This is an optimization exercise on Yosys and OpenROAD, whose aim is a short achievable clock period and few clock cycles, not a production implementation. In this exercise RTL edits were held to simulation tests only and were not proved equivalent to the original. The clock input has no modelled driver; a real chip could not lean on it and would need a root buffer or a full tree. Power figures rest on the tool's default switching activity, not on a simulated workload.

==> quartz: inputs <==
==> flow/design.v <==
`timescale 1ns / 1ps
module cpu_top (
    input wire clk,
    input wire rst,
    output wire [15:0] mem_addr,
    input wire [7:0] mem_rdata,
    output wire [7:0] mem_wdata,
    output wire mem_we,
    output wire [7:0] out_value,
    output wire halted
);
    reg [15:0] ma;        
    reg [15:0] pc;        
    reg [15:0] pa;        
    reg [7:0]  wd;        
    reg [7:0]  dr;        
    reg [7:0]  dh;        
    reg [7:0]  m0;
    reg [7:0]  a, b, c;
    reg [7:0]  outr;
    reg        we;
    reg        hlt;        
    reg        frz;        
    reg        first;
    reg        st_boot, st_op, st_aft, st_lo, st_data, bub, pb;    
    reg        pend;                      
    reg        k_sta;                     
    reg        w_b, w_c, w_a;             
    reg sel_c;                                    
    reg a_add, a_and, a_xor, a_or, a_mov, a_cma, a_shl, a_shr;
    reg y_x, y_inv, y_cin;                        
    reg b_inc, b_dec, b_fa, b_fc;
    reg c_inc, c_dec, c_fa, c_fb;
    assign mem_addr  = ma;
    assign mem_wdata = wd;
    assign mem_we    = we;
    assign out_value = outr;
    assign halted    = hlt;
    wire [7:0] d = mem_rdata;
    wire [7:0] drx = pb ? dh : dr;
    wire dr_mvi_a = drx == 8'h3E;
    wire dr_mvi_b = drx == 8'h06;
    wire dr_mvi_c = drx == 8'h0E;
    wire dr_lda   = drx == 8'h3A;
    wire dr_sta   = drx == 8'h32;
    wire dr_jmp   = drx == 8'hC3;
    wire dr_multi = dr_mvi_a | dr_mvi_b | dr_mvi_c | dr_lda | dr_sta | dr_jmp;
    wire dr_rd_a  = drx == 8'h80 || drx == 8'h81 || drx == 8'h90 || drx == 8'h91 ||
                    drx == 8'hA0 || drx == 8'hA1 || drx == 8'hA8 || drx == 8'hA9 ||
                    drx == 8'hB0 || drx == 8'hB1 || drx == 8'h47 || drx == 8'h4F ||
                    drx == 8'h3C || drx == 8'h3D || drx == 8'h2F || drx == 8'h17 ||
                    drx == 8'h1F;
    wire dr_wr_a  = drx == 8'h78 || drx == 8'h79;   
    wire run     = ~frz;
    wire adv     = run & ~bub;                      
    wire byte_op = st_op | (st_aft & ~dr_multi);    
    wire dec1    = st_aft & ~dr_multi;              
    wire opnd1   = st_aft & dr_multi;               
    wire is_hlt  = adv & byte_op & (d == 8'h76);    
    wire ld_lo   = st_lo & ~k_sta;                  
    wire resolve = adv & pend & ((dec1 & dr_rd_a) | (opnd1 & dr_sta));
    wire ex = ~bub;
    wire [7:0] ao  = pb ? dr : a;                   
    wire [7:0] x   = sel_c ? c : b;
    wire [7:0] y   = (x & {8{y_x}}) ^ {8{y_inv}};
    wire [7:0] sum = ao + y + {7'b0, y_cin};
    wire [7:0] a_n = ({8{a_add}} & sum)
                   | ({8{a_and}} & (ao & x))
                   | ({8{a_xor}} & (ao ^ x))
                   | ({8{a_or}}  & (ao | x))
                   | ({8{a_mov}} & x)
                   | ({8{a_cma}} & ~ao)
                   | ({8{a_shl}} & {ao[6:0], 1'b0})
                   | ({8{a_shr}} & {1'b0, ao[7:1]});
    wire a_w = ex & (a_add | a_and | a_xor | a_or | a_mov | a_cma | a_shl | a_shr);
    wire [7:0] b_id = b + (b_inc ? 8'h01 : 8'hFF);
    wire [7:0] c_id = c + (c_inc ? 8'h01 : 8'hFF);
    wire [7:0] b_n = (b_inc | b_dec) ? b_id : (b_fa ? ao : c);
    wire [7:0] c_n = (c_inc | c_dec) ? c_id : (c_fa ? ao : b);
    wire b_w = ex & (b_inc | b_dec | b_fa | b_fc);
    wire c_w = ex & (c_inc | c_dec | c_fa | c_fb);
    wire [15:0] pc_inc = pc + 16'd1;
    wire jmp   = adv & opnd1 & dr_jmp;
    wire sta_a = adv & st_lo & k_sta;               
    wire hold  = st_boot | st_data | bub;           
    wire [15:0] ma_o = resolve ? pa :
                       hold    ? pc : pc_inc;
    always @(posedge clk or posedge rst) begin
        if (rst) begin
            ma <= 16'h0000;
            pc <= 16'h0000;
        end else begin
            ma[7:0]  <= sta_a ? d : (jmp ? m0 : ma_o[7:0]);
            ma[15:8] <= jmp ? d : (sta_a ? drx : ma_o[15:8]);
            pc[7:0]  <= jmp ? m0 : ((hold | ~adv) ? pc[7:0] : pc_inc[7:0]);
            pc[15:8] <= jmp ? d : ((hold | ~adv) ? pc[15:8] : pc_inc[15:8]);
        end
    end
    always @(posedge clk) begin
        if (st_boot) begin
            a <= 8'h00; b <= 8'h00; c <= 8'h00;
        end else begin
            if (a_w) a <= a_n;
            else if (w_a | pb) a <= dr;
            if (w_b) b <= dr;
            else if (b_w) b <= b_n;
            if (w_c) c <= dr;
            else if (c_w) c <= c_n;
        end
        if (adv && ld_lo) pa <= {drx, d};
        wd <= ao;
        dr <= d;
        if (bub) dh <= dr;
        if (first) m0 <= d;
    end
    always @(posedge clk or posedge rst) begin
        if (rst) begin
            outr <= 8'h00;
            {sel_c, a_add, a_and, a_xor, a_or, a_mov, a_cma, a_shl, a_shr} <= 9'b0;
            {y_x, y_inv, y_cin} <= 3'b0;
            {b_inc, b_dec, b_fa, b_fc, c_inc, c_dec, c_fa, c_fb} <= 8'b0;
            we <= 1'b0; hlt <= 1'b0; frz <= 1'b0; first <= 1'b0;
            st_boot <= 1'b1; st_op <= 1'b0; st_aft <= 1'b0; st_lo <= 1'b0; st_data <= 1'b0;
            bub <= 1'b0; pb <= 1'b0; pend <= 1'b0; k_sta <= 1'b0;
            w_a <= 1'b0; w_b <= 1'b0; w_c <= 1'b0;
        end else begin
            if (ex && b_inc) outr <= b_id;
            if (!bub) begin
                sel_c <= drx[0] | (drx == 8'h48);
                a_add <= run && dec1 && (drx == 8'h80 || drx == 8'h81 || drx == 8'h90 || drx == 8'h91 ||
                                         drx == 8'h3C || drx == 8'h3D);
                y_x   <= drx[7];
                y_inv <= (drx[7] & drx[4]) | (drx == 8'h3D);
                y_cin <= (drx[7] & drx[4]) | (drx == 8'h3C);
                a_and <= run && dec1 && (drx == 8'hA0 || drx == 8'hA1);
                a_xor <= run && dec1 && (drx == 8'hA8 || drx == 8'hA9);
                a_or  <= run && dec1 && (drx == 8'hB0 || drx == 8'hB1);
                a_mov <= run && dec1 && (drx == 8'h78 || drx == 8'h79);
                a_cma <= run && dec1 && (drx == 8'h2F);
                a_shl <= run && dec1 && (drx == 8'h17);
                a_shr <= run && dec1 && (drx == 8'h1F);
                b_inc <= run && dec1 && (drx == 8'h04);
                b_dec <= run && dec1 && (drx == 8'h05);
                b_fa  <= run && dec1 && (drx == 8'h47);
                b_fc  <= run && dec1 && (drx == 8'h41);
                c_inc <= run && dec1 && (drx == 8'h0C);
                c_dec <= run && dec1 && (drx == 8'h0D);
                c_fa  <= run && dec1 && (drx == 8'h4F);
                c_fb  <= run && dec1 && (drx == 8'h48);
            end
            if (bub) pend <= 1'b0;
            else if (adv) begin
                if (ld_lo) pend <= 1'b1;
                else if ((dec1 & dr_wr_a) | (opnd1 & dr_mvi_a)) pend <= 1'b0;
            end
            bub <= resolve;
            pb  <= bub;
            first <= st_boot;
            frz <= frz | is_hlt;
            hlt <= frz | (is_hlt & ~(st_aft & drx == 8'h04));
            if (adv) begin
                we <= st_lo & k_sta;
                if (opnd1) k_sta <= dr_sta;
                w_a <= opnd1 & dr_mvi_a;
                w_b <= opnd1 & dr_mvi_b;
                w_c <= opnd1 & dr_mvi_c;
                st_boot <= 1'b0;
                st_op   <= st_boot | (opnd1 & ~(dr_lda | dr_sta)) | st_data | ld_lo;
                st_aft  <= byte_op;
                st_lo   <= opnd1 & (dr_lda | dr_sta);
                st_data <= st_lo & k_sta;
            end else begin
                we <= 1'b0;
                w_a <= 1'b0; w_b <= 1'b0; w_c <= 1'b0;
            end
        end
    end
endmodule
==> flow/flow/run.sh <==
#!/bin/bash
set -euo pipefail
source flow/settings.sh
bash standard.sh synth > synth.log 2>&1
bash standard.sh SETUP_SLACK_MARGIN=$MARGIN place > place.log 2>&1
bash standard.sh SETUP_SLACK_MARGIN=$MARGIN CLK_NBUF=$CLK_NBUF CLK_BUFCELL=$CLK_BUFCELL CLK_INV1=${CLK_INV1:-} CLK_INV2=${CLK_INV2:-} CLK_FAN=${CLK_FAN:-1} \
  RUN_SCRIPT=$PWD/flow/cts.tcl RUN_LOG_NAME_STEM=4_1_cts run > cts.log 2>&1
bash standard.sh SETUP_SLACK_MARGIN=$MARGIN do-4_cts do-route > route.log 2>&1
bash standard.sh SETUP_SLACK_MARGIN=$MARGIN finish > finish.log 2>&1
==> flow/flow/cts.tcl <==
# Clock tree: the clock port drives NBUF clock buffers, or NBUF inverters
# that each drive CLK_FAN inverters; the last cell of each branch sits at the
# middle of a balanced group of the registers it clocks. Then
# the usual post-CTS legalisation and timing repair, as ORFS's cts.tcl does.
utl::set_metrics_stage "cts__{}"
source $::env(SCRIPTS_DIR)/load.tcl
erase_non_stage_variables cts
load_design 3_place.odb 3_place.sdc

set nbuf $::env(CLK_NBUF)
set bufcell $::env(CLK_BUFCELL)
set block [ord::get_db_block]
set clknet [$block findNet clk]

# clock sinks with their locations
set sinks {}
foreach it [$clknet getITerms] {
  set inst [$it getInst]
  set bb [$inst getBBox]
  set x [expr {([$bb xMin] + [$bb xMax]) / 2}]
  set y [expr {([$bb yMin] + [$bb yMax]) / 2}]
  lappend sinks [list $x $y [$inst getName] [[$it getMTerm] getName]]
}
puts "clock sinks: [llength $sinks]"

# split into nbuf groups of equal size: by x into columns, then by y
proc split_groups {items n axis} {
  if {$n <= 1} { return [list $items] }
  set s [lsort -integer -index $axis $items]
  set n1 [expr {$n / 2}]
  set k [expr {([llength $s] * $n1 + $n / 2) / $n}]
  set na [expr {1 - $axis}]
  return [concat [split_groups [lrange $s 0 [expr {$k - 1}]] $n1 $na] \
                 [split_groups [lrange $s $k end] [expr {$n - $n1}] $na]]
}
proc centroid {g} {
  set sx 0; set sy 0
  foreach s $g { incr sx [lindex $s 0]; incr sy [lindex $s 1] }
  return [list [expr {$sx / [llength $g]}] [expr {$sy / [llength $g]}]]
}
proc place_at {inst xy} {
  $inst setLocation [lindex $xy 0] [lindex $xy 1]
  $inst setPlacementStatus PLACED
}
proc clock_net {block name} {
  set net [odb::dbNet_create $block $name]
  $net setSigType CLOCK
  return $net
}
proc hook_sinks {block g net} {
  foreach s $g {
    set it [[$block findInst [lindex $s 2]] findITerm [lindex $s 3]]
    $it disconnect
    $it connect $net
  }
}

if {$bufcell eq "inv"} {
  # the port drives nbuf small inverters; each drives fan big inverters,
  # each of which drives one group of registers
  set fan $::env(CLK_FAN)
  set groups [split_groups $sinks [expr {$nbuf * $fan}] 0]
  for {set i 0} {$i < $nbuf} {incr i} {
    set kids [lrange $groups [expr {$i * $fan}] [expr {$i * $fan + $fan - 1}]]
    set i1 [odb::dbInst_create $block [[ord::get_db] findMaster $::env(CLK_INV1)] "clkinv_one_a$i"]
    set mid [clock_net $block "clknet_mid_$i"]
    [$i1 findITerm A] connect $clknet
    [$i1 findITerm Y] connect $mid
    set sx 0; set sy 0
    set k 0
    foreach g $kids {
      set xy [centroid $g]
      incr sx [lindex $xy 0]; incr sy [lindex $xy 1]
      set i2 [odb::dbInst_create $block [[ord::get_db] findMaster $::env(CLK_INV2)] "clkinv_one_b${i}_$k"]
      set net [clock_net $block "clknet_one_${i}_$k"]
      [$i2 findITerm A] connect $mid
      [$i2 findITerm Y] connect $net
      hook_sinks $block $g $net
      place_at $i2 $xy
      puts "group $i/$k: [llength $g] sinks, inverter at $xy"
      incr k
    }
    place_at $i1 [list [expr {$sx / $fan}] [expr {$sy / $fan}]]
  }
} else {
  set groups [split_groups $sinks $nbuf 0]
  set i 0
  foreach g $groups {
    set inst [odb::dbInst_create $block [[ord::get_db] findMaster $bufcell] "clkbuf_one_$i"]
    set net [clock_net $block "clknet_one_$i"]
    [$inst findITerm A] connect $clknet
    [$inst findITerm X] connect $net
    hook_sinks $block $g $net
    place_at $inst [centroid $g]
    puts "group $i: [llength $g] sinks, buffer at [centroid $g]"
    incr i
  }
}
$clknet setSigType CLOCK

# Move each output port's buffer next to the register that drives it, so the
# register drives a short wire and the buffer drives the long one to the pin.
foreach port [get_ports -filter "direction==output"] {
  set pname [get_full_name $port]
  set drv [get_pins -of_objects [get_nets $pname] -filter "direction==output"]
  if {[llength $drv] != 1} { continue }
  set buf [get_cells -of_objects $drv]
  set in [get_pins -of_objects $buf -filter "direction==input"]
  set src [get_pins -of_objects [get_nets -of_objects $in] -filter "direction==output"]
  if {[llength $src] != 1} { continue }
  set ff [sta::sta_to_db_inst [get_cells -of_objects $src]]
  set bi [sta::sta_to_db_inst $buf]
  set loc [$ff getLocation]
  $bi setLocation [lindex $loc 0] [lindex $loc 1]
  puts "moved [$bi getName] next to [$ff getName] for $pname"
}

set_propagated_clock [all_clocks]
log_cmd estimate_parasitics -placement

set_placement_padding -global \
  -left $::env(CELL_PAD_IN_SITES_DETAIL_PLACEMENT) \
  -right $::env(CELL_PAD_IN_SITES_DETAIL_PLACEMENT)
detailed_placement
log_cmd estimate_parasitics -placement
report_clock_latency
set_dont_use $::env(DONT_USE_CELLS)

repair_timing_helper
detailed_placement
check_placement -verbose
report_clock_latency
report_worst_slack -max
report_worst_slack -min

report_metrics 4 "cts final"
orfs_write_db $::env(RESULTS_DIR)/4_1_cts.odb
orfs_write_sdc $::env(RESULTS_DIR)/4_cts.sdc
==> flow/flow/settings.sh <==
MARGIN=8.4
CLK_NBUF=4
CLK_BUFCELL=inv
CLK_FAN=2
CLK_INV1=sky130_fd_sc_hd__clkinv_16
CLK_INV2=sky130_fd_sc_hd__clkinv_16
==> flow/standard.sh <==
#!/bin/bash
# synth_recipe.tcl (not shown) runs the flow's synth.tcl, then flattens the netlist and writes it again
# the make line also repeats each setting of config.mk as NAME=value (left out here)
make -C /OpenROAD-flow-scripts/flow DESIGN_CONFIG=/design/flow/config.mk WORK_HOME=/design/flow/orfs CLKGATE_MAP_FILE= SYNTH_SCRIPT=/design/flow/synth_recipe.tcl "${@:-finish}"
==> flow/config.mk <==
export PLATFORM = sky130hd
export DESIGN_NAME = cpu_top
export DESIGN_NICKNAME = cpu_top
export VERILOG_FILES = /design/flow/design.v
export SDC_FILE = /design/flow/constraint.sdc
export NUM_CORES = 4
export LEC_CHECK = 0
export ABC_CLOCK_PERIOD_IN_PS = 2500
export CAP_MARGIN = 20
export CORE_MARGIN = 2
export CORE_UTILIZATION = 40
export SLEW_MARGIN = 20
export SYNTH_MEMORY_MAX_BITS = 262144
==> flow/constraint.sdc <==
create_clock -name core_clock -period 11.0 [get_ports {clk}]
set_input_delay 2.2000 -clock core_clock [delete_from_list [all_inputs] [get_ports {clk}]]
set_output_delay 2.2000 -clock core_clock [all_outputs]
set_load 0.01 [all_outputs]
==> cedar (differences from quartz) <==
==> flow/flow/run.sh (replaced) <==
#!/bin/bash
set -euo pipefail
source flow/settings.sh
bash standard.sh synth > synth.log 2>&1
bash standard.sh SETUP_SLACK_MARGIN=$MARGIN place > place.log 2>&1
bash standard.sh SETUP_SLACK_MARGIN=$MARGIN CLK_NBUF=$CLK_NBUF CLK_BUFCELL=$CLK_BUFCELL CLK_INV1=${CLK_INV1:-} CLK_INV2=${CLK_INV2:-} \
  RUN_SCRIPT=$PWD/flow/cts.tcl RUN_LOG_NAME_STEM=4_1_cts run > cts.log 2>&1
bash standard.sh SETUP_SLACK_MARGIN=$MARGIN do-4_cts do-route > route.log 2>&1
bash standard.sh SETUP_SLACK_MARGIN=$MARGIN finish > finish.log 2>&1
--- a/flow/flow/cts.tcl
+++ b/flow/flow/cts.tcl
@@ -1,5 +1,5 @@
-# Clock tree: the clock port drives NBUF clock buffers, or NBUF inverters
-# that each drive CLK_FAN inverters; the last cell of each branch sits at the
-# middle of a balanced group of the registers it clocks. Then
+# Clock tree of one level: the clock port drives NBUF clock buffers (or
+# pairs of inverters), each placed at the middle of a balanced group of the
+# registers it clocks. Then
 # the usual post-CTS legalisation and timing repair, as ORFS's cts.tcl does.
 utl::set_metrics_stage "cts__{}"
@@ -34,19 +34,34 @@
                  [split_groups [lrange $s $k end] [expr {$n - $n1}] $na]]
 }
-proc centroid {g} {
+set groups [split_groups $sinks $nbuf 0]
+
+set i 0
+foreach g $groups {
   set sx 0; set sy 0
   foreach s $g { incr sx [lindex $s 0]; incr sy [lindex $s 1] }
-  return [list [expr {$sx / [llength $g]}] [expr {$sy / [llength $g]}]]
-}
-proc place_at {inst xy} {
-  $inst setLocation [lindex $xy 0] [lindex $xy 1]
-  $inst setPlacementStatus PLACED
-}
-proc clock_net {block name} {
-  set net [odb::dbNet_create $block $name]
+  set cx [expr {$sx / [llength $g]}]
+  set cy [expr {$sy / [llength $g]}]
+  set bname "clkbuf_one_$i"
+  set nname "clknet_one_$i"
+  set net [odb::dbNet_create $block $nname]
   $net setSigType CLOCK
-  return $net
-}
-proc hook_sinks {block g net} {
+  if {$bufcell eq "inv"} {
+    # two inverters in a row: a small one at the port's side, a big one
+    # driving the group
+    set i1 [odb::dbInst_create $block [[ord::get_db] findMaster $::env(CLK_INV1)] "clkinv_one_a$i"]
+    set i2 [odb::dbInst_create $block [[ord::get_db] findMaster $::env(CLK_INV2)] "clkinv_one_b$i"]
+    set mid [odb::dbNet_create $block "clknet_mid_$i"]
+    $mid setSigType CLOCK
+    [$i1 findITerm A] connect $clknet
+    [$i1 findITerm Y] connect $mid
+    [$i2 findITerm A] connect $mid
+    [$i2 findITerm Y] connect $net
+    set placed [list $i1 $i2]
+  } else {
+    set inst [odb::dbInst_create $block [[ord::get_db] findMaster $bufcell] $bname]
+    [$inst findITerm A] connect $clknet
+    [$inst findITerm X] connect $net
+    set placed [list $inst]
+  }
   foreach s $g {
     set it [[$block findInst [lindex $s 2]] findITerm [lindex $s 3]]
@@ -54,46 +69,10 @@
     $it connect $net
   }
-}
-
-if {$bufcell eq "inv"} {
-  # the port drives nbuf small inverters; each drives fan big inverters,
-  # each of which drives one group of registers
-  set fan $::env(CLK_FAN)
-  set groups [split_groups $sinks [expr {$nbuf * $fan}] 0]
-  for {set i 0} {$i < $nbuf} {incr i} {
-    set kids [lrange $groups [expr {$i * $fan}] [expr {$i * $fan + $fan - 1}]]
-    set i1 [odb::dbInst_create $block [[ord::get_db] findMaster $::env(CLK_INV1)] "clkinv_one_a$i"]
-    set mid [clock_net $block "clknet_mid_$i"]
-    [$i1 findITerm A] connect $clknet
-    [$i1 findITerm Y] connect $mid
-    set sx 0; set sy 0
-    set k 0
-    foreach g $kids {
-      set xy [centroid $g]
-      incr sx [lindex $xy 0]; incr sy [lindex $xy 1]
-      set i2 [odb::dbInst_create $block [[ord::get_db] findMaster $::env(CLK_INV2)] "clkinv_one_b${i}_$k"]
-      set net [clock_net $block "clknet_one_${i}_$k"]
-      [$i2 findITerm A] connect $mid
-      [$i2 findITerm Y] connect $net
-      hook_sinks $block $g $net
-      place_at $i2 $xy
-      puts "group $i/$k: [llength $g] sinks, inverter at $xy"
-      incr k
-    }
-    place_at $i1 [list [expr {$sx / $fan}] [expr {$sy / $fan}]]
+  foreach inst $placed {
+    $inst setLocation $cx $cy
+    $inst setPlacementStatus PLACED
   }
-} else {
-  set groups [split_groups $sinks $nbuf 0]
-  set i 0
-  foreach g $groups {
-    set inst [odb::dbInst_create $block [[ord::get_db] findMaster $bufcell] "clkbuf_one_$i"]
-    set net [clock_net $block "clknet_one_$i"]
-    [$inst findITerm A] connect $clknet
-    [$inst findITerm X] connect $net
-    hook_sinks $block $g $net
-    place_at $inst [centroid $g]
-    puts "group $i: [llength $g] sinks, buffer at [centroid $g]"
-    incr i
-  }
+  puts "group $i: [llength $g] sinks, buffer at $cx $cy"
+  incr i
 }
 $clknet setSigType CLOCK
==> flow/flow/settings.sh (replaced) <==
MARGIN=8.4
CLK_NBUF=4
CLK_BUFCELL=inv
CLK_INV1=sky130_fd_sc_hd__clkinv_8
CLK_INV2=sky130_fd_sc_hd__clkinv_16
- CORE_UTILIZATION: 40 -> 60
==> comparison table <==
| metric | quartz | cedar |
|---|---|---|
| Result of the run | timing/DRC/antenna clean | timing/DRC/antenna clean |
| Static leakage power | 0.004214 uW | 0.004099 uW |
| Min Tclk post-route | 2.932 ns | 2.875 ns |
| Worst-Skew Late Latency | 0.14 ns | 0.15 ns |
| Fmax achieved | 341.0 MHz | 347.8 MHz |
| Area of combinational cells with multiple inputs | 0.004823 sq mm | 0.004842 sq mm |
| Total Routed Length | 26.17 mm | 25.67 mm |
| Setup slack, reg-to-reg | 8.31 ns | 8.22 ns |
| Area of the core | 0.02096 sq mm | 0.01388 sq mm |
| Source of the critical timing path | mem_rdata[3] | ma[11] |
| First-pass GRT wire length | 39.49 mm | 38.65 mm |
| Flip-flop and latch area | 0.003682 sq mm | 0.003684 sq mm |
| Worst min-delay path endpoint | outr[6] | outr[5] |
| Psw | 563.7 uW | 509.2 uW |
Testbench counts of quartz, summed over its fixed seeds: cycles 41,727.
Testbench counts of cedar, summed over its fixed seeds: cycles 41,727.
In every run of this note, the design's own scripts or RTL, not TritonCTS, make the clock network.

==> re-timing with driven ports <==
In the flow no input, the clock included, has a driving cell. The finished layouts below were timed again as built, in two steps.
Step 1 assumes that a clkbuf_16 drives the clock port and a buf_2 every other input.
Step 2 adds t to the input delays and takes it off the output delays; t is the mean of the earliest and latest rising clock arrival at the registers after step 1. Input paths then give back, and output paths get back, about the clock's delay inside the block.
Three values: ideal, step 1, step 2; two values: the first two.
run	t, ns	slack for setup (ns)	latest minus earliest clock arrival (ns)
quartz	0.354	8.067 / 7.912 / 7.883	0.009 / 0.010
cedar	0.286	8.125 / 7.977 / 7.966	0.013 / 0.013
After both steps every run listed still meets setup and hold. For quartz, which loses most, drivers alone change the setup slack by -0.155 ns; drivers and shift together by -0.184 ns.
